From an optimization exercise on the open Yosys and OpenROAD flow, aimed at small area, a short achievable clock period and few clock cycles; shortcuts taken in it are not production practice.
RTL that was checked went through simulation tests only; none was proved equivalent to the original.
No functional check of the RTL was part of runs 2 to 5.
Power figures rest on the tool's default switching activity, not on a simulated workload.

==> design/flow/design.v <==
module processor (clk,rst,imem_addr,imem_data,dmem_addr,dmem_wdata,dmem_we,dmem_re,dmem_rdata,stat);
    input clk;
    input rst;                   
    output [7:0] imem_addr;
    input [79:0] imem_data;
    output [7:0] dmem_addr;
    output [63:0] dmem_wdata;
    output dmem_we;
    output dmem_re;
    input [63:0] dmem_rdata;
    output [3:0] stat;           
    localparam [3:0] S_AOK = 4'b1000, S_HLT = 4'b0100, S_ADR = 4'b0010, S_INS = 4'b0001;
    integer i;
    reg [7:0]  pc;
    reg [6:0]  pc_hi;            
    reg        x_live;           
    reg [3:0]  x_stat;           
    reg        x_cmov, x_rm, x_mr, x_opq, x_call, x_ret, x_push, x_pop;
    reg        x_retf;           
    reg        x_ldp;            
    reg        x_stp;            
    reg        x_retx;           
    reg        x_rspb;           
    reg        x_sub, x_and, x_xor;
    reg [3:0]  x_fn;
    reg [14:0] x_selA, x_selB;   
    reg [3:0]  x_dst;
    reg        x_wmem;           
    reg [63:0] x_valC;           
    reg        x_stk, x_down;    
    reg [8:0]  x_valP;           
    reg [7:0]  x_ap;             
    reg [6:0]  x_ac;             
    reg [2:0]  x_aq;             
    reg        x_c1;
    reg [7:0]  x_ab;             
    reg        x_bv;             
    reg [7:0]  x_pc;             
    reg        sb_valid;         
    reg [7:0]  sb_addr;
    reg [63:0] sb_data;
    reg        cc_zf, cc_lt;     
    reg        stopped;
    reg [3:0]  stop_stat;
    reg [63:0] rf [0:14];
    function cond(input [3:0] fn, input zf, input lt);
        case (fn)
            4'h0: cond = 1'b1;
            4'h1: cond = lt | zf;
            4'h2: cond = lt;
            4'h3: cond = zf;
            4'h4: cond = ~zf;
            4'h5: cond = ~lt;
            4'h6: cond = ~lt & ~zf;
            default: cond = 1'b0;
        endcase
    endfunction
    function [63:0] addsk(input [63:0] x, input [63:0] y, input cin);
        reg [63:0] g, p, G, P;
        reg [63:0] c;
        integer l, k, j;
        begin
            g = x & y; p = x ^ y;
            G = g; P = p;
            G[0] = g[0] | (p[0] & cin);
            for (l = 0; l < 6; l = l + 1)
                for (k = 0; k < 64; k = k + 1)
                    if ((k >> l) & 1) begin
                        j = ((k >> l) << l) - 1;
                        G[k] = G[k] | (P[k] & G[j]);
                        P[k] = P[k] & P[j];
                    end
            c = {G[62:0], cin};
            addsk = p ^ c;
        end
    endfunction
    reg [63:0] valA, valB;
    always @(*) begin
        valA = 64'd0;
        valB = {56'd0, x_ab & {8{x_bv}}};
        for (i = 0; i < 15; i = i + 1) begin
            valA = valA | ({64{x_selA[i]}} & rf[i]);
            valB[63:8] = valB[63:8] | ({56{x_selB[i]}} & rf[i][63:8]);
        end
    end
    wire [63:0] valY = (x_opq | x_cmov) ? (valA ^ {64{x_sub}}) :
                       x_stk ? {{60{x_down}}, 4'b1000} : x_valC;       
    wire [63:0] sum = addsk(valB, valY, x_sub);
    wire [63:0] pp = valB ^ valY;
    wire [63:0] gg = valB & valY;
    wire [63:0] oo = valB | valY;
    wire [63:0] valE = x_and ? gg : x_xor ? pp : sum;
    wire zf_sum = (pp == {oo[62:0], x_sub});
    wire e_zf = x_and ? (gg == 64'd0) : x_xor ? (pp == 64'd0) : zf_sum;
    wire n63 = x_sub ? (valY[63] ^ (&valY[62:0])) : valY[63];
    wire e_lt = x_and ? gg[63] : x_xor ? pp[63] : ((n63 == valB[63]) ? valB[63] : sum[63]);
    wire a_c2 = x_ac[0];
    wire a_c3 = x_ac[1] | (x_ap[2] & a_c2);
    wire a_c4 = x_ac[4] | (x_aq[0] & a_c2);
    wire a_c5 = x_ac[2] | (x_ap[4] & a_c4);
    wire a_c6 = x_ac[5] | (x_aq[1] & a_c4);
    wire a_c7 = x_ac[3] | (x_ap[6] & a_c6);
    wire a_c8 = x_ac[6] | (x_aq[2] & a_c6);
    wire [8:0] lo_sum = {a_c8, x_ap ^ {a_c7, a_c6, a_c5, a_c4, a_c3, a_c2, x_c1, 1'b0}};
    wire        sum_ok = (pp[8] == lo_sum[8]) & (pp[63:9] == oo[62:8]);
    wire        x_addr_rsp = x_pop | x_ret;
    wire        x_memop = x_rm | x_mr | x_call | x_ret | x_push | x_pop;
    wire        addr_ok = x_addr_rsp ? (valB[63:8] == 56'd0) : sum_ok;
    wire        mem_bad = x_memop & ~addr_ok;
    wire replay = sb_valid & x_ldp & ~stopped;
    wire x_go = x_live & ~stopped & (x_stat == S_AOK) & ~replay;
    wire ret_rd = ~sb_valid & ~x_rspb;
    assign dmem_addr  = sb_valid ? sb_addr : lo_sum[7:0];
    assign dmem_wdata = sb_data;
    assign dmem_we    = sb_valid;
    assign dmem_re    = 1'b1;
    always @(posedge clk) begin
        if (rst)
            sb_valid <= 1'b0;
        else
            sb_valid <= x_stp & ~stopped & addr_ok;
    end
    always @(posedge clk) begin
        sb_addr <= lo_sum[7:0];
        sb_data <= x_call ? {55'd0, x_valP} : valA;
    end
    wire [63:0] wval = (x_wmem | rst) ? dmem_rdata : valE;
    wire        w1 = x_go & (x_dst != 4'hF) & (~x_cmov | cond(x_fn, cc_zf, cc_lt));
    wire        w2 = x_go & x_pop;                   
    wire        we1 = w1;
    wire        we2 = w2;
    function [63:0] rf_init(input integer k);
        case (k)
            1: rf_init = 64'd1;   2: rf_init = 64'd2;   3: rf_init = 64'd3;
            4: rf_init = 64'd14;  7: rf_init = 64'd18;  8: rf_init = 64'd30;
            9: rf_init = 64'd20;  10: rf_init = 64'd22; 13: rf_init = 64'd1;
            14: rf_init = 64'd10;
            default: rf_init = 64'd0;
        endcase
    endfunction
    wire [63:0] wd0 = wval;
    wire [63:0] wd1 = wval | {64{rst}};
    always @(posedge clk) begin
        for (i = 0; i < 15; i = i + 1) begin
            if (rst || (we1 && x_dst == i))
                rf[i] <= (rf_init(i) & wd1) | (~rf_init(i) & wd0);
            else if (i == 4 && we2)
                rf[i] <= valE;
        end
    end
    always @(posedge clk) begin
        if (rst) begin
            cc_zf <= 1'b0;
            cc_lt <= 1'b0;
        end else if (x_go & x_opq) begin
            cc_zf <= e_zf;
            cc_lt <= e_lt;
        end
    end
    always @(posedge clk) begin
        if (rst) begin
            stopped <= 1'b0;
            stop_stat <= S_AOK;
        end else if (x_live & ~stopped & ~replay & ((x_stat != S_AOK) | mem_bad)) begin
            stopped <= 1'b1;
            stop_stat <= (x_stat != S_AOK) ? x_stat : S_ADR;
        end
    end
    assign stat = stopped ? stop_stat : (x_live ? x_stat : S_AOK);
    assign imem_addr = pc;
    wire [3:0]  f_icode = imem_data[79:76];
    wire [3:0]  f_ifun  = imem_data[75:72];
    wire [3:0]  f_rA    = imem_data[71:68];
    wire [3:0]  f_rB    = imem_data[67:64];
    wire [63:0] f_valC  = imem_data[63:0];
    wire [63:0] f_dest  = imem_data[71:8];
    wire pc_bad = |pc_hi;
    wire f_ok = ~pc_bad & (f_icode != 4'h0) & (f_icode < 4'hC);
    wire [3:0] f_stat = pc_bad ? S_ADR : (f_icode >= 4'hC) ? S_INS :
                        (f_icode == 4'h0) ? S_HLT : S_AOK;
    wire f_cmov = f_icode == 4'h2;
    wire f_opq  = f_icode == 4'h6;
    wire f_call = f_icode == 4'h8;
    wire f_usesA = f_cmov | (f_icode == 4'h4) | f_opq | (f_icode == 4'hA);
    wire f_usesB = (f_icode == 4'h4) | (f_icode == 4'h5) | f_opq;
    wire f_stack = f_call | (f_icode == 4'h9) | (f_icode == 4'hA) | (f_icode == 4'hB);
    wire f_down  = f_call | (f_icode == 4'hA);
    reg [7:0] rdB;
    always @(*) begin
        rdB = 8'd0;
        for (i = 0; i < 15; i = i + 1)
            rdB = rdB | ({8{f_rB == i}} & rf[i][7:0]);
    end
    wire [7:0] fwdB = (w1 & (f_rB == x_dst)) ? wval[7:0] : (w2 & (f_rB == 4'd4)) ? valE[7:0] : rdB;
    wire [7:0] fwdS = (w1 & (x_dst == 4'd4)) ? wval[7:0] : w2 ? valE[7:0] : rf[4][7:0];
    wire [7:0] f_ab = f_stack ? fwdS : fwdB;
    wire f_gox = ~rst & ~x_retx & ~replay & f_ok;
    wire f_rmmr = f_gox & ((f_icode == 4'h4) | (f_icode == 4'h5));
    wire [7:0] f_aba = f_rmmr ? fwdB : fwdS;
    wire [7:0] f_aoff = (f_gox & f_down) ? 8'hF8 : f_rmmr ? f_valC[7:0] : 8'h00;
    wire [7:0] f_ag = f_aba & f_aoff;
    wire [7:0] f_ap = f_aba ^ f_aoff;
    wire nz = (x_live & x_opq) ? e_zf : cc_zf;
    wire nl = (x_live & x_opq) ? e_lt : cc_lt;
    wire f_taken = f_call | ((f_icode == 4'h7) & cond(f_ifun, nz, nl));
    wire f_retf = (f_icode == 4'h9) & ret_rd;      
    function [6:0] hi7(input [63:0] v);
        integer k;
        for (k = 0; k < 7; k = k + 1)
            hi7[k] = |v[8*k+8 +: 8];
    endfunction
    wire [8:0] pc1  = {1'b0, pc} + 9'd1;
    wire [8:0] pc2  = {1'b0, pc} + 9'd2;
    wire [8:0] pc9  = {1'b0, pc} + 9'd9;
    wire [8:0] pc10 = {1'b0, pc} + 9'd10;
    reg  [8:0] f_valP;
    always @(*) begin
        case (f_icode)
            4'h2, 4'h6, 4'hA, 4'hB: f_valP = pc2;
            4'h3, 4'h4, 4'h5: f_valP = pc10;
            4'h7, 4'h8: f_valP = pc9;
            default: f_valP = pc1;
        endcase
    end
    always @(posedge clk) begin
        if (rst) begin
            pc <= 8'd0;
            pc_hi <= 7'd0;
        end else if (replay) begin
            pc <= x_pc;
            pc_hi <= 7'd0;
        end else if (x_retx) begin
            pc <= dmem_rdata[7:0];
            pc_hi <= hi7(dmem_rdata);
        end else if (f_retf) begin
            pc <= dmem_rdata[7:0];
            pc_hi <= hi7(dmem_rdata);
        end else if (f_taken) begin
            pc <= f_dest[7:0];
            pc_hi <= hi7(f_dest);
        end else begin
            pc <= f_valP[7:0];
            pc_hi <= {6'd0, f_valP[8]};
        end
    end
    always @(posedge clk) begin
        if (rst)
            x_live <= 1'b0;
        else
            x_live <= ~x_retx & ~replay;
    end
    wire f_go = f_gox;                               
    always @(posedge clk) begin
        x_ldp  <= f_go & ((f_icode == 4'h5) | (f_icode == 4'hB) | ((f_icode == 4'h9) & ~f_retf));
        x_stp  <= f_go & ((f_icode == 4'h4) | (f_icode == 4'hA) | f_call);
        x_retx <= f_go & (f_icode == 4'h9) & ~f_retf;
        x_rspb <= f_go & ((f_icode == 4'h4) | (f_icode == 4'h5) | f_stack |
                          (((f_icode == 4'h2) | (f_icode == 4'h3) | f_opq) & (f_rB == 4'd4)));
    end
    always @(posedge clk) begin
        x_stat  <= f_stat;
        x_cmov  <= f_ok & f_cmov;
        x_rm    <= f_ok & (f_icode == 4'h4);
        x_mr    <= f_ok & (f_icode == 4'h5);
        x_opq   <= f_ok & f_opq;
        x_call  <= f_ok & f_call;
        x_ret   <= f_ok & (f_icode == 4'h9);
        x_retf  <= f_retf;
        x_push  <= f_ok & (f_icode == 4'hA);
        x_pop   <= f_ok & (f_icode == 4'hB);
        x_sub   <= f_opq & (f_ifun[1:0] == 2'd1);
        x_and   <= f_opq & (f_ifun[1:0] == 2'd2);
        x_xor   <= f_opq & (f_ifun[1:0] == 2'd3);
        x_fn    <= f_ifun;
        for (i = 0; i < 15; i = i + 1) begin
            x_selA[i] <= f_usesA & (f_rA == i);
            x_selB[i] <= f_stack ? (i == 4) : f_usesB & (f_rB == i);
        end
        case (f_icode)
            4'h2, 4'h3, 4'h6: x_dst <= f_rB;
            4'h5, 4'hB:       x_dst <= f_rA;
            4'h8, 4'h9, 4'hA: x_dst <= 4'd4;
            default:          x_dst <= 4'hF;
        endcase
        x_wmem <= (f_icode == 4'h5) | (f_icode == 4'hB);
        x_valC <= f_valC;
        x_stk  <= f_stack;
        x_down <= f_down;
        x_valP <= f_valP;
        x_ap   <= f_ap;
        x_pc   <= pc;
        x_ab   <= f_ab;
        x_bv   <= f_stack | f_usesB;
        x_c1   <= f_ag[0];
        x_ac   <= {f_ag[7] | (f_ap[7] & f_ag[6]), f_ag[5] | (f_ap[5] & f_ag[4]),
                   f_ag[3] | (f_ap[3] & f_ag[2]), f_ag[6], f_ag[4], f_ag[2],
                   f_ag[1] | (f_ap[1] & f_ag[0])};
        x_aq   <= {f_ap[7] & f_ap[6], f_ap[5] & f_ap[4], f_ap[3] & f_ap[2]};
    end
endmodule
==> design/flow/flow/run.sh <==
#!/bin/bash
# The standard layout, with buf_4 as the buffer on every port in place of
# the default choice (a slow delay cell). After global placement each port
# buffer is resized to its load (port_buffers.tcl), and logic gates that
# drive many pins get a stronger drive (fanout_sizing.tcl), before the
# standard design-rule repair.
set -euo pipefail
export BUFFER_PORTS_ARGS="-buffer_cell sky130_fd_sc_hd__buf_4"
export POST_GLOBAL_PLACE_TCL="$PWD/flow/port_buffers.tcl"
export PRE_RESIZE_TCL="$PWD/flow/fanout_sizing.tcl"
bash standard.sh finish > standard.log 2>&1
==> design/flow/flow/fanout_sizing.tcl <==
# Drive strength by fanout: a logic gate of drive 0 or 1 whose output
# drives 4 or more pins becomes drive 2, with 10 or more drive 4, where the
# library has that size (flip-flops keep their type, only the drive changes).
set n2 0
set n4 0
foreach inst [get_cells *] {
  set master [get_property $inst ref_name]
  if {![regexp {^(sky130_fd_sc_hd__[a-z0-9]+)_([01])$} $master -> base drive]} { continue }
  if {[regexp {__(sdf|dl|conb|tap|fill|decap|diode)} $base]} { continue }
  set fanout 0
  foreach out [get_pins -of_objects $inst -filter "direction==output"] {
    set net [get_nets -quiet -of_objects $out]
    if {$net == ""} { continue }
    set fanout [expr {max($fanout, [llength [get_pins -quiet -of_objects $net -filter "direction==input"]])}]
  }
  set target ""
  if {$fanout >= 10 && [llength [get_lib_cells -quiet ${base}_4]] > 0} {
    set target ${base}_4
    incr n4
  } elseif {$fanout >= 4 && [llength [get_lib_cells -quiet ${base}_2]] > 0} {
    set target ${base}_2
    incr n2
  }
  if {$target != ""} { replace_cell $inst $target }
}
puts "fanout_sizing: $n2 to drive 2, $n4 to drive 4"
==> design/flow/flow/port_buffers.tcl <==
# Resize the port buffers that buffer_ports inserted: an input buffer that
# drives many pins becomes buf_8, the others and the output buffers buf_2.
set n_big 0
set n_small 0
foreach inst [get_cells -quiet {input* output*}] {
  set name [get_full_name $inst]
  set out [get_pins -of_objects $inst -filter "direction==output"]
  set net [get_nets -of_objects $out]
  set fanout [llength [get_pins -of_objects $net -filter "direction==input"]]
  if {[string match "input*" $name] && $fanout >= 10} {
    replace_cell $inst sky130_fd_sc_hd__buf_8
    incr n_big
  } else {
    replace_cell $inst sky130_fd_sc_hd__buf_2
    incr n_small
  }
}
puts "port_buffers: $n_big buf_8, $n_small buf_2"
==> design/flow/standard.sh <==
#!/bin/bash
# synth_recipe.tcl (not shown) runs the flow's synth.tcl, then flattens the netlist and writes it again
# the make line also repeats each setting of config.mk as NAME=value (left out here)
make -C /OpenROAD-flow-scripts/flow DESIGN_CONFIG=/design/flow/config.mk WORK_HOME=/design/flow/orfs CLKGATE_MAP_FILE= SYNTH_SCRIPT=/design/flow/synth_recipe.tcl "${@:-finish}"
==> design/flow/config.mk <==
export PLATFORM = sky130hd
export DESIGN_NAME = processor
export DESIGN_NICKNAME = processor
export VERILOG_FILES = /design/flow/design.v
export SDC_FILE = /design/flow/constraint.sdc
export NUM_CORES = 8
export LEC_CHECK = 0
export CAP_MARGIN = 20
export CORE_MARGIN = 2
export CORE_UTILIZATION = 45
export CTS_CLUSTER_DIAMETER = 110
export CTS_CLUSTER_SIZE = 24
export SLEW_MARGIN = 20
==> design/flow/constraint.sdc <==
create_clock -name core_clock -period 32.0 [get_ports {clk}]
set_input_delay 6.4000 -clock core_clock [delete_from_list [all_inputs] [get_ports {clk}]]
set_output_delay 6.4000 -clock core_clock [all_outputs]
set_load 0.01 [all_outputs]
==> results of run 1 <==
-- metal layers --
layer,global-route usage (%),up-vias
met3,13.9,1073
met2,56.1,4711
met1,52.6,23500
li1,-,19200
met4,20.7,8
met5,0,-
-- logic make-up after synthesis --
logic type / after synthesis / share of synthesized area (%)
AND/OR/NAND/NOR: 1145 / 10.0
flip-flops: 1225 / 59.4
XOR/XNOR: 133 / 2.04
other: 1 / 0.00653
adder cells (fa/ha/maj): 150 / 3.36
multiplexers: 104 / 1.96
AO/OA/AOI/OAI: 1548 / 19.3
buffers and inverters: 530 / 3.87
-- power by group through the flow --
stage	Clock (W)	Combinational, W	Sequential (W)
after floorplan	0	0.000390	0.00211
after global placement	0	0.000685	0.00215
after detailed placement	0	0.000707	0.00215
after CTS	0.000870	0.000711	0.00212
after global routing	0.000923	0.000769	0.00214
final	0.000869	0.000737	0.00213
-- how the worst max path moves through the flow --
stage	from	end	depth (start not counted)
floorplan	rst	rf[1][0]	4
global placement	imem_data[78]	pc[6]	14
detailed placement	rst	rf[4][52]	9
CTS	x_ac[0]	dmem_addr[7]	7
global route	x_ac[0]	dmem_addr[7]	7
finish	x_ac[0]	dmem_addr[7]	7
-- state kept, by name (all words and copies together) (netlist names), 9 cells and up --
| name | count |
|---|---|
| rf | 960 |
| sb_data | 64 |
| x_valC | 64 |
| x_selA | 15 |
| x_selB | 15 |
| x_valP | 9 |
-- synthesized netlist by cell type, types with 96 or more instances --
cell	instances
ha_1	142
a222oi_1	120
inv_1	177
edfxtp_1	960
nand3_1	138
dfxtp_1	265
a22oi_1	717
a21oi_1	260
nand2_1	280
nor2_1	235
clkbuf_1	206
xnor2_1	106
nor4_1	96
nand4_1	123
o21ai_0	159
-- cell type report --
type,count,area share [%]
inverters,179,1.08
diodes,4,0.0159
clock buffers,101,2.59
clock inverters,6,0.0893
multi-input cells,3081,35.1
flip-flops and latches,1225,54.4
well taps,1662,3.30
repair buffers,353,3.47
-- layout by cell type, fill, tap and decap left out, drive strengths merged, types with 22 or more instances in the layout --
cell and instances:
a211oi 27, a21o 22, a21oi 260, a222oi 120, a22oi 717, a311oi 36
a31oi 32, and3 59, and4 40, buf 353, clkbuf 101, dfxtp 265
edfxtp 960, ha 142, inv 182, mux2 50, mux2i 53, nand2 281
nand3 138, nand4 123, nor2 236, nor3 74, nor4 96, o21ai 163
o31a 22, xnor2 107, xor2 26
-- critical path, cell delays in order, from the launching register on --
cell and delay [ns]:
dfxtp_1 0.33, a21o_1 0.20, a21o_1 0.20, ha_1 0.17
nor2_1 0.12, xnor2_1 0.10, mux2_2 0.27, buf_2 0.14
-- stage by stage --
step	util (%)	cell area (um2)	hold WS, ns	setup WS, ns	power [W]
after floorplan	-	57400	0.327	21.98	0.00250
after global placement	48.0	61000	0.364	22.49	0.00284
after detailed placement	48.3	61300	0.348	22.89	0.00286
after CTS	49.6	63000	0.364	23.29	0.00370
after global routing	49.6	63000	0.377	23.24	0.00383
final	49.6	63000	0.359	23.34	0.00373
==> results_dict.tcl, run 1 <==
set metrics [dict create \
    outcome "complete, no violations" \
    min_from "x_ap[0]" \
    finalHoldViolations 0 \
    post-cts-setup-buffers 0 \
    core_area_um2 127000 \
    min_to "sb_addr[0]" \
    p_leak_nw 22.1 \
    cts_resized 0 \
    rr_startpoint "x_selA[0]" \
    ios 232 \
    netSwitchingFraction_pct 31.1 \
    multiInputGateArea_um2 22100 \
    antenna_left 0 \
    ys_types 86 \
    rr_endpoint "pc[6]" \
    initialDrtViolationCount 10600 \
    cts_buffers 57 \
    rows 131 \
    crit_path_end_kind "primary output" \
    viasPerCell 7.34 \
    synth_top_area_share_pct 50.2 \
    fillers 11200 \
    gr-usage-all-layers_pct 39.4 \
    seq_area_um2 34300 \
    fp.dieH_um 361 \
    crit_arrival_ns 2.26 \
    async_flop_share_pct 0 \
    ys_top_cells_by_area "edfxtp_1 50%, a22oi_1 9.4%, dfxtp_1 9.2%" \
    synth_nets 5131 \
    clockBufferDepth 3 \
    crit_type "reg -> out" \
    dp_hpwl_mm 165 \
    crit_required_ns 25.60 \
    power_frac_comb_pct 19.7 \
    max_freq_ghz 0.116 \
    postCtsHoldBufs 0 \
    p_per_area_nw_per_um2 59.2 \
    initial_utilization_pct 45.2 \
    yosysSeqAreaShare_pct 59.4 \
    clock-root-buffer "clkbuf_16" \
    cap_violations 0 \
    path_clk_slew_ns 0.09 \
    regToRegSetupSlack_ns 24.10 \
    wl_met3_mm 44.0 \
    whs_path_depth 0 \
    drcViolationCount 0 \
    synth_cells 4836 \
    cts_tree "done" \
    worstSetupStartpointType "register" \
    cts.sinks 1225 \
    p_seq_share_pct 57.0 \
    grt_pass1_vias 45600 \
    p_int_w 0.00257 \
    dr.pass1.iters 10 \
    nets 5192 \
    synth_edf_count 960 \
    avgSynthCellArea_um2 11.9 \
    wl_met1_mm 94.9 \
    die-width_um 361 \
    setup_viol 0 \
    highest_layer "met5" \
    wl_met2_mm 108 \
    synth_warnings 2 \
    clock_skew_ns 0.0445 \
    r2r_cells 18 \
    p_switching_w 0.00116 \
    ir_worst_vdd_v 0.0000558 \
    h-tree-depth 2 \
    min_period_ns 8.66 \
    ys.flop_type "edfxtp_1" \
    syn_to_final_growth_pct 9.77 \
    slew_violations 0 \
    synth_area_leader_cell "edfxtp_1" \
    wirelength_mm 265 \
    instances_no_fill 6611 \
    overflow 0 \
    wire_per_inst_um 40.1 \
    fin_setup_tns_ns 0 \
    syn_area_um2 57400 \
    grt_pass1_wl_mm 361 \
    p_clk_share_pct 23.3 \
    drive_above_1_share_pct 15.7 \
    relSlewSlack_pct 17.6 \
    rsz0062_at_grt "no" \
    placed_cells 6500 \
    fin_crit_sh_pct 27.1 \
    ys_ff_latch 1225 \
    tightest_slew_ns 1.23 \
    antenna_found_initial 7 \
    port-buffer-count 230 \
    grt_max_degree 63 \
    worstSkewPairLatency_ns 0.76 \
    min_path_type "reg -> reg" \
    die_area_um2 130000 \
    critPathMaxFanout 2 \
    vias 48500 \
]
Testbench counts, summed over its fixed seeds: cycles 35,385.
==> inputs of run 2 (changes only) <==
--- a/design/flow/design.v
+++ b/design/flow/design.v
@@ -16,18 +16,11 @@
     reg        x_live;           
     reg [3:0]  x_stat;           
-    reg        x_cmov, x_rm, x_mr, x_opq, x_call, x_ret, x_push, x_pop;
+    reg [3:0]  x_ic;             
+    reg        x_ok;
+    reg [3:0]  x_rA, x_rB;
     reg        x_retf;           
-    reg        x_ldp;            
-    reg        x_stp;            
-    reg        x_retx;           
-    reg        x_rspb;           
-    reg        x_sub, x_and, x_xor;
     reg [3:0]  x_fn;
     reg [14:0] x_selA, x_selB;   
-    reg [3:0]  x_dst;
-    reg        x_wmem;           
     reg [63:0] x_valC;           
-    reg        x_stk, x_down;    
-    reg [8:0]  x_valP;           
     reg [7:0]  x_ap;             
     reg [6:0]  x_ac;             
@@ -35,5 +28,4 @@
     reg        x_c1;
     reg [7:0]  x_ab;             
-    reg        x_bv;             
     reg [7:0]  x_pc;             
     reg        sb_valid;         
@@ -75,4 +67,35 @@
         end
     endfunction
+    wire x_i = x_live & x_ok;
+    wire x_cmov = x_i & (x_ic == 4'h2);
+    wire x_rm   = x_i & (x_ic == 4'h4);
+    wire x_mr   = x_i & (x_ic == 4'h5);
+    wire x_opq  = x_i & (x_ic == 4'h6);
+    wire x_call = x_i & (x_ic == 4'h8);
+    wire x_ret  = x_i & (x_ic == 4'h9);
+    wire x_push = x_i & (x_ic == 4'hA);
+    wire x_pop  = x_i & (x_ic == 4'hB);
+    wire x_sub  = x_opq & (x_fn[1:0] == 2'd1);
+    wire x_and  = x_opq & (x_fn[1:0] == 2'd2);
+    wire x_xor  = x_opq & (x_fn[1:0] == 2'd3);
+    wire x_stk  = x_call | x_ret | x_push | x_pop;
+    wire x_down = x_call | x_push;
+    wire x_wmem = x_mr | x_pop;
+    wire x_bv   = x_stk | x_rm | x_mr | x_opq;
+    wire x_ldp  = x_mr | x_pop | (x_ret & ~x_retf);   
+    wire x_stp  = x_rm | x_push | x_call;            
+    wire x_retx = x_ret & ~x_retf;                   
+    wire x_rspb = x_rm | x_mr | x_stk |              
+                  ((x_cmov | (x_ic == 4'h3) | x_opq) & (x_rB == 4'd4) & x_i);
+    reg [3:0] x_dst;
+    always @(*) begin
+        case (x_ic)
+            4'h2, 4'h3, 4'h6: x_dst = x_rB;
+            4'h5, 4'hB:       x_dst = x_rA;
+            4'h8, 4'h9, 4'hA: x_dst = 4'd4;
+            default:          x_dst = 4'hF;
+        endcase
+    end
+    wire [8:0] x_valP = {1'b0, x_pc} + 9'd9;         
     reg [63:0] valA, valB;
     always @(*) begin
@@ -250,26 +273,11 @@
             x_live <= ~x_retx & ~replay;
     end
-    wire f_go = f_gox;                               
-    always @(posedge clk) begin
-        x_ldp  <= f_go & ((f_icode == 4'h5) | (f_icode == 4'hB) | ((f_icode == 4'h9) & ~f_retf));
-        x_stp  <= f_go & ((f_icode == 4'h4) | (f_icode == 4'hA) | f_call);
-        x_retx <= f_go & (f_icode == 4'h9) & ~f_retf;
-        x_rspb <= f_go & ((f_icode == 4'h4) | (f_icode == 4'h5) | f_stack |
-                          (((f_icode == 4'h2) | (f_icode == 4'h3) | f_opq) & (f_rB == 4'd4)));
-    end
     always @(posedge clk) begin
         x_stat  <= f_stat;
-        x_cmov  <= f_ok & f_cmov;
-        x_rm    <= f_ok & (f_icode == 4'h4);
-        x_mr    <= f_ok & (f_icode == 4'h5);
-        x_opq   <= f_ok & f_opq;
-        x_call  <= f_ok & f_call;
-        x_ret   <= f_ok & (f_icode == 4'h9);
+        x_ic    <= f_icode;
+        x_ok    <= f_ok;
+        x_rA    <= f_rA;
+        x_rB    <= f_rB;
         x_retf  <= f_retf;
-        x_push  <= f_ok & (f_icode == 4'hA);
-        x_pop   <= f_ok & (f_icode == 4'hB);
-        x_sub   <= f_opq & (f_ifun[1:0] == 2'd1);
-        x_and   <= f_opq & (f_ifun[1:0] == 2'd2);
-        x_xor   <= f_opq & (f_ifun[1:0] == 2'd3);
         x_fn    <= f_ifun;
         for (i = 0; i < 15; i = i + 1) begin
@@ -277,19 +285,8 @@
             x_selB[i] <= f_stack ? (i == 4) : f_usesB & (f_rB == i);
         end
-        case (f_icode)
-            4'h2, 4'h3, 4'h6: x_dst <= f_rB;
-            4'h5, 4'hB:       x_dst <= f_rA;
-            4'h8, 4'h9, 4'hA: x_dst <= 4'd4;
-            default:          x_dst <= 4'hF;
-        endcase
-        x_wmem <= (f_icode == 4'h5) | (f_icode == 4'hB);
         x_valC <= f_valC;
-        x_stk  <= f_stack;
-        x_down <= f_down;
-        x_valP <= f_valP;
         x_ap   <= f_ap;
         x_pc   <= pc;
         x_ab   <= f_ab;
-        x_bv   <= f_stack | f_usesB;
         x_c1   <= f_ag[0];
         x_ac   <= {f_ag[7] | (f_ap[7] & f_ag[6]), f_ag[5] | (f_ap[5] & f_ag[4]),
==> design/flow/flow/run.sh (replaced) <==
#!/bin/bash
# The standard layout, with buf_4 as the buffer on every port in place of
# the default choice (a slow delay cell); after global placement each port
# buffer is resized to its load (port_buffers.tcl).
set -euo pipefail
export BUFFER_PORTS_ARGS="-buffer_cell sky130_fd_sc_hd__buf_4"
export POST_GLOBAL_PLACE_TCL="$PWD/flow/port_buffers.tcl"
bash standard.sh finish > standard.log 2>&1
--- a/design/flow/config.mk
+++ b/design/flow/config.mk
@@ -6,8 +6,8 @@
 export NUM_CORES = 8
 export LEC_CHECK = 0
-export CAP_MARGIN = 20
+export CAP_MARGIN = 40
 export CORE_MARGIN = 2
-export CORE_UTILIZATION = 45
+export CORE_UTILIZATION = 55
 export CTS_CLUSTER_DIAMETER = 110
 export CTS_CLUSTER_SIZE = 24
-export SLEW_MARGIN = 20
+export SLEW_MARGIN = 40
removed: design/flow/flow/fanout_sizing.tcl
==> run 2 against run 1 <==
  * Power shrank 3.9%
  * Utilization grew 10 points
  * Area after synthesis shrank 0.22%
  * Via count shrank 0.50%
  * Clock power shrank 3.9%
  * Maximum frequency shrank 5.4%
  * Clock skew shrank 0.0062 ns
  * Non-clock buffer count shrank 11
  * Hold slack gained 0.0058 ns
  * Sequential share of layout area grew 0.34 points
  * Die area shrank 18%
  * Combinational power shrank 7.9%
==> results_dict.tcl, run 2 <==
set metrics [dict create \
    rr_endpoint "rf[7][61]" \
    final_cell_mix "960 x edfxtp_1, 732 x a22oi_1, 422 x nand2_1" \
    viasPerCell 7.61 \
    wire_per_inst_um 41.2 \
    initial_utilization_pct 55.4 \
    dp_hpwl_mm 168 \
    nets 5217 \
    ir_worst_vdd_v 0.0000632 \
    fin_setup_tns_ns 0 \
    cts_tree "done" \
    antenna_found_initial 12 \
    cap_violations 0 \
    crit_type "in -> reg" \
    largest_register_ffs 960 \
    relSlewSlack_pct 31.0 \
    min_path_type "reg -> reg" \
    initialDrtViolationCount 10400 \
    outcome "complete, no violations" \
    holdWs_ns 0.365 \
    critPathMaxFanout 48 \
    whs_path_depth 0 \
    grt_max_degree 65 \
    fin_crit_sh_pct 28.6 \
    yosysSeqAreaShare_pct 58.9 \
    grt_pass1_wl_mm 353 \
    die-width_um 327 \
    wirelength_mm 261 \
    synth_top_area_share_pct 50.3 \
    synth_area_leader_cell "edfxtp_1" \
    vias 48300 \
    min_to "sb_addr[0]" \
    fp.dieH_um 327 \
    core_area_um2 103000 \
    port-buffer-count 230 \
    synth.most_common_cell "edfxtp_1" \
    clockBufferDepth 3 \
    ios 232 \
    tightest_slew_ns 1.04 \
    synth_nets 5163 \
    ys_top_cells_by_area "edfxtp_1 50%, a22oi_1 9.6%, dfxtp_1 8.6%" \
    ys.flop_type "edfxtp_1" \
    regToRegSetupSlack_ns 23.52 \
    finalHoldViolations 0 \
    ys_ff_latch 1207 \
    min_period_ns 9.15 \
    crit_arrival_ns 9.64 \
    cts.sinks 1207 \
    max_freq_ghz 0.109 \
    path_clk_slew_ns 0.10 \
    rows 118 \
    slew_violations 0 \
    clock_skew_ns 0.0383 \
    layout_commonest_cell "edfxtp_1" \
    drive_above_1_share_pct 12.8 \
    ys_types 85 \
    rsz0062_at_grt "no" \
    setup_viol 0 \
    synth_common_cells "960 x edfxtp_1, 732 x a22oi_1, 439 x nand2_1" \
    worstSetupStartpointType "input pin" \
    min_from "x_ap[0]" \
    overflow 0 \
    r2r_cells 24 \
    dr.pass1.iters 10 \
    h-tree-depth 2 \
    p_leak_nw 23.9 \
    postCtsHoldBufs 0 \
    syn_area_um2 57300 \
    avgSynthCellArea_um2 11.8 \
    worstSkewPairLatency_ns 0.74 \
    cts_buffers 56 \
    crit_required_ns 32.49 \
    cts_resized 0 \
    rr_startpoint "x_selA[5]" \
    post-route-util_pct 59.8 \
    grt_pass1_vias 44800 \
    antenna_left 0 \
    synth_edf_count 960 \
    syn_to_final_growth_pct 8.07 \
    crit_path_end_kind "register" \
    regMostFlops "rf" \
    clock-root-buffer "clkbuf_16" \
    drcViolationCount 0 \
    gr-usage-all-layers_pct 47.6 \
    die_area_um2 107000 \
    top_regs "rf (960), sb_data (64), x_valC (64)" \
    synth_cells 4867 \
    p_per_area_nw_per_um2 58.0 \
    synth_warnings 2 \
    async_flop_share_pct 0 \
    post-cts-setup-buffers 0 \
]
==> run 2: cell types whose count changed after synthesis, moves of 32 or more <==
cell,previous run,this run
mux2i_1,52,107
xnor2_1,106,61
a21oi_1,260,141
a21o_1,22,97
and4_1,40,8
nor2_1,235,276
nor3_2,4,42
a311oi_1,36,4
and3_1,59,25
nand2_1,280,439
==> run 2: where the power goes <==
part | switching (W) | internal (W)
clock | 0.000500 | 0.000335
sequential | 0.000121 | 0.00195
combinational | 0.000487 | 0.000192
==> run 2: per-layer routing <==
metal | routed length, um | global-route usage (%) | share of wire, % | vias to the layer above
met5 | 46 | 0 | 0.018 | -
met4 | 22500 | 32.7 | 8.6 | 8
met3 | 41600 | 16.1 | 16 | 1040
met2 | 107000 | 67.5 | 41 | 4777
met1 | 89900 | 61.7 | 34 | 23400
li1 | - | - | - | 19100
==> run 2: area by class of cell <==
type | instances | area (um2)
Clock inverter | 4 | 38.8
Antenna cell | 9 | 22.5
Fill cell | 8512 | 41600
Timing Repair Buffer | 342 | 2130
Sequential cell | 1207 | 33900
Inverter | 156 | 588
Multi-Input combinational cell | 3158 | 22000
Clock buffer | 88 | 1540
Tap cell | 1380 | 1730
==> run 2: cells by family (layout without fill, tap and decap cells) <==
logic type               after synthesis  after routing  share of synthesized area, %
AO/OA/AOI/OAI                       1423           1423                          18.3
AND/OR/NAND/NOR                     1321           1321                          11.3
buffers and inverters                502            590                          3.61
multiplexers                         161            161                          2.97
adder cells (fa/ha/maj)              150            150                          3.37
other                                  1             10                       0.00654
flip-flops                          1207           1207                          58.9
XOR/XNOR                             102            102                          1.56
==> run 2: worst max-delay path, cell delays in order <==
cell     delay [ns]
buf_8          0.15
inv_4          0.48
nand2_4        0.63
buf_4          0.54
nand2_1        0.56
buf_4          0.38
mux2_2         0.36
==> run 2: how the worst max path moves through the flow <==
| stage | from | end | slack, ns |
|---|---|---|---|
| finish | rst | rf[4][59] | 22.85 |
| global route | rst | rf[4][59] | 22.77 |
| CTS | rst | rf[4][59] | 23.03 |
| detailed placement | rst | rf[4][59] | 22.25 |
| global placement | rst | rf[10][37] | 21.78 |
| floorplan | rst | rf[0][0] | 23.18 |
==> run 2: through the flow <==
stage               cells  setup slack [ns]  total power [W]  area (um2)
detailed placement   6240             22.25          0.00274       60200
CTS                  6332             23.03          0.00354       61800
global route         6335             22.77          0.00367       61900
finish               6344             22.85          0.00359       61900
global placement     6238             21.78          0.00274       60400
floorplan            4867             23.18          0.00242       57300
==> inputs of run 3 (changes only) <==
--- a/design/flow/design.v
+++ b/design/flow/design.v
@@ -36,4 +36,14 @@
     reg [3:0]  stop_stat;
     reg [63:0] rf [0:14];
+    reg [14:0] rf_wr;            
+    function [63:0] rf_init(input integer k);
+        case (k)
+            1: rf_init = 64'd1;   2: rf_init = 64'd2;   3: rf_init = 64'd3;
+            4: rf_init = 64'd14;  7: rf_init = 64'd18;  8: rf_init = 64'd30;
+            9: rf_init = 64'd20;  10: rf_init = 64'd22; 13: rf_init = 64'd1;
+            14: rf_init = 64'd10;
+            default: rf_init = 64'd0;
+        endcase
+    endfunction
     function cond(input [3:0] fn, input zf, input lt);
         case (fn)
@@ -103,6 +113,7 @@
         valB = {56'd0, x_ab & {8{x_bv}}};
         for (i = 0; i < 15; i = i + 1) begin
-            valA = valA | ({64{x_selA[i]}} & rf[i]);
-            valB[63:8] = valB[63:8] | ({56{x_selB[i]}} & rf[i][63:8]);
+            valA = valA | ({64{x_selA[i] & rf_wr[i]}} & rf[i]) |
+                          ({64{x_selA[i] & ~rf_wr[i]}} & rf_init(i));
+            valB[63:8] = valB[63:8] | ({56{x_selB[i] & rf_wr[i]}} & rf[i][63:8]);
         end
     end
@@ -148,24 +159,13 @@
         sb_data <= x_call ? {55'd0, x_valP} : valA;
     end
-    wire [63:0] wval = (x_wmem | rst) ? dmem_rdata : valE;
+    wire [63:0] wval = x_wmem ? dmem_rdata : valE;
     wire        w1 = x_go & (x_dst != 4'hF) & (~x_cmov | cond(x_fn, cc_zf, cc_lt));
     wire        w2 = x_go & x_pop;                   
     wire        we1 = w1;
     wire        we2 = w2;
-    function [63:0] rf_init(input integer k);
-        case (k)
-            1: rf_init = 64'd1;   2: rf_init = 64'd2;   3: rf_init = 64'd3;
-            4: rf_init = 64'd14;  7: rf_init = 64'd18;  8: rf_init = 64'd30;
-            9: rf_init = 64'd20;  10: rf_init = 64'd22; 13: rf_init = 64'd1;
-            14: rf_init = 64'd10;
-            default: rf_init = 64'd0;
-        endcase
-    endfunction
-    wire [63:0] wd0 = wval;
-    wire [63:0] wd1 = wval | {64{rst}};
     always @(posedge clk) begin
         for (i = 0; i < 15; i = i + 1) begin
-            if (rst || (we1 && x_dst == i))
-                rf[i] <= (rf_init(i) & wd1) | (~rf_init(i) & wd0);
+            if (we1 && x_dst == i)
+                rf[i] <= wval;
             else if (i == 4 && we2)
                 rf[i] <= valE;
@@ -173,4 +173,12 @@
     end
     always @(posedge clk) begin
+        if (rst)
+            rf_wr <= 15'd0;
+        else
+            for (i = 0; i < 15; i = i + 1)
+                if ((we1 && x_dst == i) || (i == 4 && we2))
+                    rf_wr[i] <= 1'b1;
+    end
+    always @(posedge clk) begin
         if (rst) begin
             cc_zf <= 1'b0;
@@ -213,8 +221,10 @@
         rdB = 8'd0;
         for (i = 0; i < 15; i = i + 1)
-            rdB = rdB | ({8{f_rB == i}} & rf[i][7:0]);
+            rdB = rdB | ({8{(f_rB == i) & rf_wr[i]}} & rf[i][7:0]) |
+                        ({8{(f_rB == i) & ~rf_wr[i]}} & rf_init(i));
     end
     wire [7:0] fwdB = (w1 & (f_rB == x_dst)) ? wval[7:0] : (w2 & (f_rB == 4'd4)) ? valE[7:0] : rdB;
-    wire [7:0] fwdS = (w1 & (x_dst == 4'd4)) ? wval[7:0] : w2 ? valE[7:0] : rf[4][7:0];
+    wire [7:0] rsp8 = rf_wr[4] ? rf[4][7:0] : 8'd14;
+    wire [7:0] fwdS = (w1 & (x_dst == 4'd4)) ? wval[7:0] : w2 ? valE[7:0] : rsp8;
     wire [7:0] f_ab = f_stack ? fwdS : fwdB;
     wire f_gox = ~rst & ~x_retx & ~replay & f_ok;
==> run 3 against run 2 <==
  * Final cell count up 2.9%
  * Critical endpoint is now dmem_addr[7]
  * Design area up 2.0%
  * Clock power up 4.1%
  * Routed wire length up 7.1%
  * Register-to-register slack worse by 0.11 ns
==> results_dict.tcl, run 3 <==
set metrics [dict create \
    syn_to_final_growth_pct 8.67 \
    holdWs_ns 0.382 \
    critPathMaxFanout 2 \
    worstSetupStartpointType "register" \
    postCtsHoldBufs 0 \
    clock-root-buffer "clkbuf_16" \
    r2r_cells 24 \
    synth.most_common_cell "edfxtp_1" \
    clock_skew_ns 0.0741 \
    top_regs "rf (960), sb_data (64), x_valC (64)" \
    synth_nets 5298 \
    endpoint "dmem_addr[7]" \
    relSlewSlack_pct 30.1 \
    crit_arrival_ns 2.39 \
    cts_buffers 58 \
    place_area_um2 61300 \
    path_clk_slew_ns 0.10 \
    grt_pass1_wl_mm 374 \
    die_area_um2 108000 \
    wirelength_mm 280 \
    critPathLaunch "x_ac[0]" \
    rows 119 \
    syn_area_um2 58100 \
    ys_ff_latch 1222 \
    synth_common_cells "960 x edfxtp_1, 555 x a22oi_1, 381 x nor2_1" \
    final_cell_mix "960 x edfxtp_1, 555 x a22oi_1, 352 x nor2_1" \
    ys_top_cells_by_area "edfxtp_1 50%, dfxtp_1 9.0%, a22oi_1 7.2%" \
    min_period_ns 8.79 \
    instances_no_fill 6527 \
    fin_total_pwr_w 0.00295 \
    regMostFlops "rf" \
    core_area_um2 105000 \
    outcome "complete, no violations" \
    dp_hpwl_mm 192 \
    setup_viol 0 \
    dr.pass1.iters 14 \
    initial_utilization_pct 55.3 \
    crit_type "reg -> out" \
    largest_register_ffs 960 \
    port-buffer-count 230 \
    synth_top_area_share_pct 49.6 \
    antenna_left 0 \
    viasPerCell 7.81 \
    layout_commonest_cell "edfxtp_1" \
    min_path_type "reg -> reg" \
    synth_warnings 2 \
    wire_per_inst_um 42.9 \
    cap_violations 0 \
    finalHoldViolations 0 \
    die-width_um 329 \
    gr-usage-all-layers_pct 50.2 \
    nets 5387 \
    stdcell_area_um2 63200 \
    h-tree-depth 2 \
    grt_pass1_vias 46000 \
    placed_cells 6418 \
    clockBufferDepth 3 \
    synth_edf_count 960 \
    fin_setup_tns_ns 0 \
    synth_cells 5004 \
    async_flop_share_pct 0 \
    worstSkewPairLatency_ns 0.78 \
    fp.dieH_um 329 \
    yosysSeqAreaShare_pct 58.6 \
    crit_required_ns 25.60 \
    initialDrtViolationCount 12000 \
    cts_resized 0 \
    drcViolationCount 0 \
    regToRegSetupSlack_ns 23.41 \
    overflow 0 \
    slew_violations 0 \
    tightest_slew_ns 1.05 \
    vias 51000 \
    synth_area_leader_cell "edfxtp_1" \
    ys.flop_type "edfxtp_1" \
    p_leak_nw 21.6 \
    antenna_found_initial 23 \
    grt_max_degree 66 \
    rr_startpoint "x_selA[8]" \
    post-cts-setup-buffers 0 \
    ir_worst_vdd_v 0.0000634 \
    drive_above_1_share_pct 12.3 \
    fin_crit_sh_pct 27.5 \
    ys_types 89 \
    p_per_area_nw_per_um2 46.7 \
    rr_endpoint "rf[4][63]" \
    max_freq_ghz 0.114 \
    crit_path_end_kind "primary output" \
    cts.sinks 1222 \
    rsz0062_at_grt "no" \
    ios 232 \
    cts_tree "done" \
    avgSynthCellArea_um2 11.6 \
]
## run 3: cell count changes after synthesis, moves of 62 or more
cell	change
a221oi_1	+97
a22o_1	+114
a22oi_1	-177
and2_1	+62
and3_1	+113
mux2i_1	-65
nand2_1	-163
nor2_1	+105
## run 3: critical path: stages, from the launching register on
cell and delay [ns]:
dfxtp_1 0.34, a21o_1 0.20, a21o_1 0.22, ha_1 0.18, nor2_1 0.12, xnor2_1 0.25, mux2_2 0.24, buf_2 0.12
## run 3: worst min-delay path by stage
stage | startpoint | endpoint | slack [ns] | cells past startpoint
floorplan | x_ap[0] | sb_addr[0] | 0.33 | 0
global placement | x_ap[0] | sb_addr[0] | 0.37 | 0
detailed placement | x_ap[0] | sb_addr[0] | 0.37 | 0
CTS | x_ap[0] | sb_addr[0] | 0.38 | 0
global route | x_ap[0] | sb_addr[0] | 0.39 | 0
finish | x_ap[0] | sb_addr[0] | 0.38 | 0
## run 3: layout make-up
type / instances / area (um2)
antenna: 10 / 25.0
clock buffer: 87 / 1560
clock inverter: 6 / 143
fill: 8558 / 42000
inverter: 154 / 578
multi-input combinational: 3261 / 22500
sequential: 1222 / 34100
tap: 1391 / 1740
timing repair buffer: 396 / 2550
## run 3: routing by layer
layer / vias to the layer above / GRT usage, % / share of wire (%)
met3: 1228 / 24.6 / 19
met4: 24 / 27.4 / 7.2
met1: 24600 / 65.1 / 35
li1: 19800 / - / -
met5: - / 0 / 0.070
met2: 5383 / 68.7 / 39
## run 3: cell families after synthesis
kind of cell | synth area share, %
compound gates | 18.5
xor+xnor | 1.79
fa+ha+maj | 3.26
buf+inv | 3.55
flops | 58.6
mux | 1.54
other cells | 0.00645
simple gates | 12.7
## run 3: where the power goes
part	internal (W)	switching (W)	total (W)
sequential	0.00176	0.0000165	0.00177
clock	0.000353	0.000516	0.000869
combinational	0.0000822	0.000222	0.000305
## run 3: metrics by stage
stage | utilization (%) | worst slack [ns]
floorplan | - | 23.19
global placement | 58.6 | 22.72
detailed placement | 58.3 | 22.82
CTS | 59.9 | 23.22
global route | 60.1 | 23.14
finish | 60.1 | 23.21
==> inputs of run 4 (changes only) <==
--- a/design/flow/config.mk
+++ b/design/flow/config.mk
@@ -6,8 +6,8 @@
 export NUM_CORES = 8
 export LEC_CHECK = 0
-export CAP_MARGIN = 40
+export CAP_MARGIN = 20
 export CORE_MARGIN = 2
-export CORE_UTILIZATION = 55
+export CORE_UTILIZATION = 45
 export CTS_CLUSTER_DIAMETER = 110
 export CTS_CLUSTER_SIZE = 24
-export SLEW_MARGIN = 40
+export SLEW_MARGIN = 20
==> run 4 against run 3 <==
  * Design area up 0.26%
  * Final cell count is 4.2% higher
  * Combinational power barely moved
  * Sequential share of layout area decreased by 0.14 points
  * Critical path type is now reg -> reg
  * Utilization is 11 points lower
  * Still clean on timing, DRC and antenna
  * Sequential power about the same
  * Register-to-register slack got worse by 0.80 ns
  * Via count is 0.77% lower
  * Flip-flop and latch count did not move
==> results_dict.tcl, run 4 <==
set metrics [dict create \
    outcome "complete, no violations" \
    grt_pass1_wl_mm 383 \
    clockBufferDepth 3 \
    syn_area_um2 58100 \
    wirelength_mm 285 \
    p_leak_nw 21.6 \
    slew_violations 0 \
    power_frac_comb_pct 10.2 \
    ys_types 89 \
    critPathMaxFanout 19 \
    path_clk_slew_ns 0.10 \
    core_area_um2 128000 \
    dp_hpwl_mm 196 \
    instances_no_fill 6802 \
    port-buffer-count 230 \
    wire_per_inst_um 41.9 \
    holdWs_ns 0.429 \
    clock-root-buffer "clkbuf_16" \
    fin_crit_sh_pct 29.3 \
    fillers 11300 \
    clock_skew_ns 0.0742 \
    layout_commonest_cell "edfxtp_1" \
    crit_path_end_kind "register" \
    synth_common_cells "960 x edfxtp_1, 555 x a22oi_1, 381 x nor2_1" \
    avgSynthCellArea_um2 11.6 \
    ys_ff_latch 1222 \
    finalHoldViolations 0 \
    antenna_left 0 \
    worstSetupStartpointType "register" \
    fin_total_pwr_w 0.00296 \
    synth_warnings 2 \
    p_seq_share_pct 60.0 \
    overflow 0 \
    initial_utilization_pct 45.5 \
    cts.sinks 1222 \
    fp.dieH_um 363 \
    viasPerCell 7.44 \
    ir_worst_vdd_v 0.0000592 \
    p_int_w 0.00220 \
    dr.pass1.iters 15 \
    tightest_slew_ns 1.23 \
    fin_setup_tns_ns 0 \
    stdcell_area_um2 63300 \
    p_per_area_nw_per_um2 46.7 \
    netSwitchingFraction_pct 25.7 \
    die_area_um2 132000 \
    ios 232 \
    synth.most_common_cell "edfxtp_1" \
    synth_top_area_share_pct 49.6 \
    crit_arrival_ns 10.01 \
    crit_required_ns 32.62 \
    largest_register_ffs 960 \
    yosysSeqAreaShare_pct 58.6 \
    antenna_found_initial 22 \
    setup_viol 0 \
    gr-usage-all-layers_pct 41.8 \
    cts_resized 0 \
    p_switching_w 0.000761 \
    ys.flop_type "edfxtp_1" \
    synth_nets 5298 \
    place_area_um2 61600 \
    vias 50600 \
    min_period_ns 9.39 \
    die-width_um 363 \
    async_flop_share_pct 0 \
    worstSkewPairLatency_ns 0.76 \
    synth_area_leader_cell "edfxtp_1" \
    regMostFlops "rf" \
    drcViolationCount 0 \
    placed_cells 6701 \
    initialDrtViolationCount 10700 \
    postCtsHoldBufs 0 \
    nets 5393 \
    syn_to_final_growth_pct 8.95 \
    ys_top_cells_by_area "edfxtp_1 50%, dfxtp_1 9.0%, a22oi_1 7.2%" \
    crit_type "reg -> reg" \
    max_freq_ghz 0.107 \
    cts_tree "done" \
    relSlewSlack_pct 17.3 \
    synth_edf_count 960 \
    h-tree-depth 2 \
    post-cts-setup-buffers 0 \
    rsz0062_at_grt "no" \
    top_regs "rf (960), sb_data (64), x_valC (64)" \
    drive_above_1_share_pct 11.7 \
    final_cell_mix "960 x edfxtp_1, 555 x a22oi_1, 362 x nor2_1" \
    synth_cells 5004 \
    cap_violations 0 \
    rows 131 \
    min_path_type "reg -> reg" \
    cts_buffers 58 \
    grt_pass1_vias 46200 \
    grt_max_degree 66 \
    p_clk_share_pct 29.7 \
]
==> run 4: cell counts after synthesis <==
Identical to the previous run, type by type.
==> run 4: per-layer routing <==
metal  routed length [um]  share of wire [%]  GRT usage [%]  vias to the layer above
met4                16100                5.7           18.9                       30
met5                  204              0.072              0                        -
met3                50700                 18           18.1                     1011
met1               105000                 37           56.4                    24700
met2               113000                 40           57.8                     5009
li1                     -                  -              -                    19800
==> run 4: kinds of logic (layout without fill, tap and decap cells) <==
group	Yosys count	after routing	share of synthesized area, %
AOI/OAI and AO/OA	1461	1461	18.5
and+or+nand+nor	1448	1448	12.7
DFF	1222	1222	58.6
xor gates and xnor gates	119	119	1.79
adders and majority gates	148	148	3.26
muxes	84	84	1.54
other	1	10	0.00645
buffers and inverters	521	648	3.55
==> run 4: critical path: stages (launching register included) <==
cell     delay [ns]
dfxtp_1        0.63
and2_2         0.67
buf_4          0.58
buf_4          0.48
a22oi_1        0.11
and4_1         0.25
nand2_1        0.42
mux2i_1        0.29
nor2_1         0.43
inv_1          0.09
ha_1           0.51
and4_1         0.26
and2_1         0.21
nand3_1        0.09
and3_1         0.19
o21ai_0        0.73
o21ai_1        0.16
and2_1         0.27
o31ai_2        0.59
xor2_1         0.38
nand2_1        0.10
o21ai_0        0.49
buf_4          0.27
nor2_1         0.04
nor2_1         0.65
mux2_2         0.29
==> run 4: layout make-up <==
class,count,area [um2],share of cell area (%)
diodes,9,22.5,0.0356
clock buffers,85,1570,2.49
clock inverters,7,144,0.227
inverters,154,578,0.913
multi-input cells,3261,22300,35.2
flip-flops and latches,1222,34100,53.8
well taps,1662,2080,3.28
repair buffers,402,2580,4.08
==> run 4: power groups by stage <==
stage               Sequential, W  Clock, W  Combinational [W]
floorplan                 0.00180         0           0.000152
global placement          0.00181         0           0.000293
detailed placement        0.00181         0           0.000286
CTS                       0.00177  0.000877           0.000288
global route              0.00178  0.000930           0.000313
finish                    0.00178  0.000879           0.000303
==> run 4: stage by stage <==
step                      utilization, %  setup WS, ns
after floorplan                        -         23.19
after global placement              48.5         22.65
after detailed placement            48.1         22.70
after CTS                           49.5         23.21
after global routing                49.5         22.76
final                               49.5         22.61
==> run 4: worst paths after layout <==
check,from,end,slack (ns),cells after the start
worst max-delay path,x_selA[5],rf[4][63],22.61,25
worst min-delay path,x_ap[0],sb_addr[0],0.43,0
worst max register to register,x_selA[5],rf[4][63],22.61,25
worst min register to register,x_ap[0],sb_addr[0],0.43,0
==> inputs of run 5 (changes only) <==
==> design/flow/flow/run.sh (replaced) <==
#!/bin/bash
# The standard layout, with buf_4 as the buffer on every port in place of
# the default choice (a slow delay cell). After global placement each port
# buffer is resized to its load (port_buffers.tcl), and logic gates that
# drive many pins get a stronger drive (fanout_sizing.tcl), before the
# standard design-rule repair.
set -euo pipefail
export BUFFER_PORTS_ARGS="-buffer_cell sky130_fd_sc_hd__buf_4"
export POST_GLOBAL_PLACE_TCL="$PWD/flow/port_buffers.tcl"
export PRE_RESIZE_TCL="$PWD/flow/fanout_sizing.tcl"
bash standard.sh finish > standard.log 2>&1
==> design/flow/flow/fanout_sizing.tcl (new file) <==
# Drive strength by fanout: a logic gate of drive 0 or 1 whose output
# drives 8 or more pins becomes drive 2, with 16 or more drive 4, where the
# library has that size. Flip-flops are left alone.
set n2 0
set n4 0
foreach inst [get_cells *] {
  set master [get_property $inst ref_name]
  if {![regexp {^(sky130_fd_sc_hd__[a-z0-9]+)_([01])$} $master -> base drive]} { continue }
  if {[regexp {__(df|edf|sdf|dl|conb|tap|fill|decap|diode)} $base]} { continue }
  set fanout 0
  foreach out [get_pins -of_objects $inst -filter "direction==output"] {
    set net [get_nets -quiet -of_objects $out]
    if {$net == ""} { continue }
    set fanout [expr {max($fanout, [llength [get_pins -quiet -of_objects $net -filter "direction==input"]])}]
  }
  set target ""
  if {$fanout >= 16 && [llength [get_lib_cells -quiet ${base}_4]] > 0} {
    set target ${base}_4
    incr n4
  } elseif {$fanout >= 8 && [llength [get_lib_cells -quiet ${base}_2]] > 0} {
    set target ${base}_2
    incr n2
  }
  if {$target != ""} { replace_cell $inst $target }
}
puts "fanout_sizing: $n2 to drive 2, $n4 to drive 4"
==> run 5 against run 4 <==
  * Critical path depth did not move
  * Routed wire length barely moved
  * Via count fell by 0.18%
  * Sequential share of layout area down 0.17 points
  * Sequential power is essentially flat
  * Maximum frequency up 4.4%
  * Combinational power about the same
  * Flip-flop and latch count is the same
  * Utilization rose by 0.16 points
  * Design area increased by 0.32%
  * Critical path type unchanged
  * Critical endpoint unchanged
  * Largest cell class unchanged
==> results_dict.tcl, run 5 <==
set metrics [dict create \
    yosysSeqAreaShare_pct 58.6 \
    gr-usage-all-layers_pct 41.8 \
    synth.most_common_cell "edfxtp_1" \
    regToRegSetupSlack_ns 23.01 \
    setup_viol 0 \
    die-width_um 363 \
    ios 232 \
    synth_common_cells "960 x edfxtp_1, 555 x a22oi_1, 381 x nor2_1" \
    ir_worst_vdd_v 0.0000557 \
    postCtsHoldBufs 0 \
    core_area_um2 128000 \
    ys.flop_type "edfxtp_1" \
    rsz0062_at_grt "no" \
    nets 5393 \
    drcViolationCount 0 \
    whs_path_depth 0 \
    worstSkewPairLatency_ns 0.77 \
    cts_tree "done" \
    path_clk_slew_ns 0.11 \
    synth_cells 5004 \
    crit_required_ns 32.64 \
    grt_max_degree 66 \
    viasPerCell 7.42 \
    synth_top_area_share_pct 49.6 \
    max_freq_ghz 0.111 \
    wire_per_inst_um 41.9 \
    cts_resized 0 \
    worstSetupStartpointType "register" \
    h-tree-depth 2 \
    fin_setup_tns_ns 0 \
    relSlewSlack_pct 20.5 \
    ys_ff_latch 1222 \
    overflow 0 \
    cts.sinks 1222 \
    fin_crit_sh_pct 28.1 \
    vias 50500 \
    antenna_left 0 \
    p_leak_nw 21.6 \
    avgSynthCellArea_um2 11.6 \
    cap_violations 0 \
    syn_area_um2 58100 \
    outcome "complete, no violations" \
    rr_startpoint "x_selA[5]" \
    fp.dieH_um 363 \
    crit_path_top_delay_cell "and2_2" \
    grt_pass1_wl_mm 382 \
    initial_utilization_pct 45.5 \
    dr.pass1.iters 13 \
    dp_hpwl_mm 196 \
    wirelength_mm 285 \
    largest_register_ffs 960 \
    cts_buffers 58 \
    synth_nets 5298 \
    drive_above_1_share_pct 13.0 \
    syn_to_final_growth_pct 9.30 \
    rr_endpoint "rf[4][63]" \
    clock-root-buffer "clkbuf_16" \
    synth_warnings 2 \
    crit_arrival_ns 9.63 \
    finalHoldViolations 0 \
    min_period_ns 8.99 \
    r2r_cells 25 \
    fin_total_pwr_w 0.00296 \
    min_from "pc[5]" \
    port-buffer-count 230 \
    min_path_type "reg -> reg" \
    post-cts-setup-buffers 0 \
    synth_edf_count 960 \
    crit_path_end_kind "register" \
    grt_pass1_vias 46100 \
    slowest_delay_ns 0.68 \
    slew_violations 0 \
    top_regs "rf (960), sb_data (64), x_valC (64)" \
    crit_type "reg -> reg" \
    ys_types 89 \
    tightest_slew_ns 1.18 \
    initialDrtViolationCount 11200 \
    layout_commonest_cell "edfxtp_1" \
    holdWs_ns 0.408 \
    critPathMaxFanout 19 \
    clock_skew_ns 0.0654 \
    die_area_um2 132000 \
    rows 131 \
    regMostFlops "rf" \
    synth_area_leader_cell "edfxtp_1" \
    final_cell_mix "960 x edfxtp_1, 555 x a22oi_1, 345 x nor2_1" \
    async_flop_share_pct 0 \
    antenna_found_initial 18 \
    min_to "x_pc[5]" \
    p_per_area_nw_per_um2 46.6 \
    cp_common_cell "buf_4" \
    ys_top_cells_by_area "edfxtp_1 50%, dfxtp_1 9.0%, a22oi_1 7.2%" \
    clockBufferDepth 3 \
]
-- run 5: cell counts after synthesis --
Identical to the previous run, type by type.
-- run 5: metal layers --
metal,up-vias,GRT usage [%],part of all wire (%)
met5,-,0,0.056
li1,19800,-,-
met2,5022,57.9,40
met3,959,17.8,18
met1,24700,56.7,37
met4,16,17.9,5.5
-- run 5: through the flow --
| stage | util (%) | setup WS, ns | instances | area [um2] |
|---|---|---|---|---|
| finish | 49.7 | 23.01 | 6803 | 63500 |
| global route | 49.7 | 23.05 | 6795 | 63500 |
| CTS | 49.7 | 23.21 | 6793 | 63500 |
| detailed placement | 48.3 | 22.89 | 6701 | 61800 |
| global placement | 48.5 | 22.65 | 6701 | 62000 |
| floorplan | - | 23.19 | 5004 | 58100 |
-- run 5: worst max path at each step --
stage                       start            to  slack [ns]  cells past startpoint
finish                  x_selA[5]     rf[4][63]       23.01                     25
global route            x_selA[5]     rf[4][63]       23.05                     25
CTS                       x_ac[0]  dmem_addr[7]       23.21                      7
detailed placement  imem_data[67]       x_aq[1]       22.89                     14
global placement    imem_data[65]       x_aq[0]       22.65                     13
floorplan           imem_data[67]       x_ac[0]       23.19                     15
-- run 5: worst max-delay path, delay by kind of cell (launching register included) --
kind,cells,cell delay (ns)
simple gates,12,3.37
compound gates,5,2.00
buf+inv,4,1.34
flops,1,0.65
mux,2,0.54
fa+ha+maj,1,0.52
xor+xnor,1,0.38
-- run 5: power by group --
group | internal (W) | total, W | switching, W
Sequential | 0.00176 | 0.00177 | 0.0000166
Clock | 0.000357 | 0.000877 | 0.000521
Combinational | 0.0000836 | 0.000306 | 0.000223
-- run 5: area by class of cell --
type,instances,area [um2]
antenna,10,25.0
sequential,1222,34100
clock inverter,7,124
multi-input combinational,3261,22500
timing repair buffer,402,2580
clock buffer,85,1600
inverter,154,579
tap,1662,2080
fill,11400,64300
-- run 5: logic make-up after synthesis --
logic type | synth area share [%]
AND/OR/NAND/NOR | 12.7
adder cells (fa/ha/maj) | 3.26
buffers and inverters | 3.55
AO/OA/AOI/OAI | 18.5
other | 0.00645
multiplexers | 1.54
flip-flops | 58.6
XOR/XNOR | 1.79

## static timing again, ports no longer ideal
No port has a modelled driver above. Below, the same layouts with a new extraction and two added sets of constraints. Step 1 (the two cells are an assumption about what drives the block):
set clk [get_ports {clk}]
set_driving_cell -lib_cell sky130_fd_sc_hd__clkbuf_16 $clk
set_driving_cell -lib_cell sky130_fd_sc_hd__buf_2 [delete_from_list [all_inputs] $clk]
Step 2 times the ports against the registers' clock, not the clock port: input delays grow and output delays shrink by t, the midpoint of the rising clock arrivals with the driver on. Slacks: ideal ports / drivers / drivers and shift; pairs: ideal ports / drivers.
| run | shift t [ns] | slack for setup (ns) | worst setup path at the end |
|---|---|---|---|
| run 1 | 0.812 | 23.344 / 23.264 / 22.721 | input to register |
| run 2 | 0.801 | 22.852 / 22.895 / 22.093 | input to register |
| run 3 | 0.829 | 23.208 / 23.125 / 22.716 | input to register |
| run 4 | 0.795 | 22.612 / 22.612 / 22.606 | input to register |
| run 5 | 0.818 | 23.010 / 23.010 / 22.732 | input to register |
After both steps setup and hold are still met in every run listed. For run 2, which loses most, drivers alone change the setup slack by +0.043 ns; drivers and shift together by -0.759 ns.
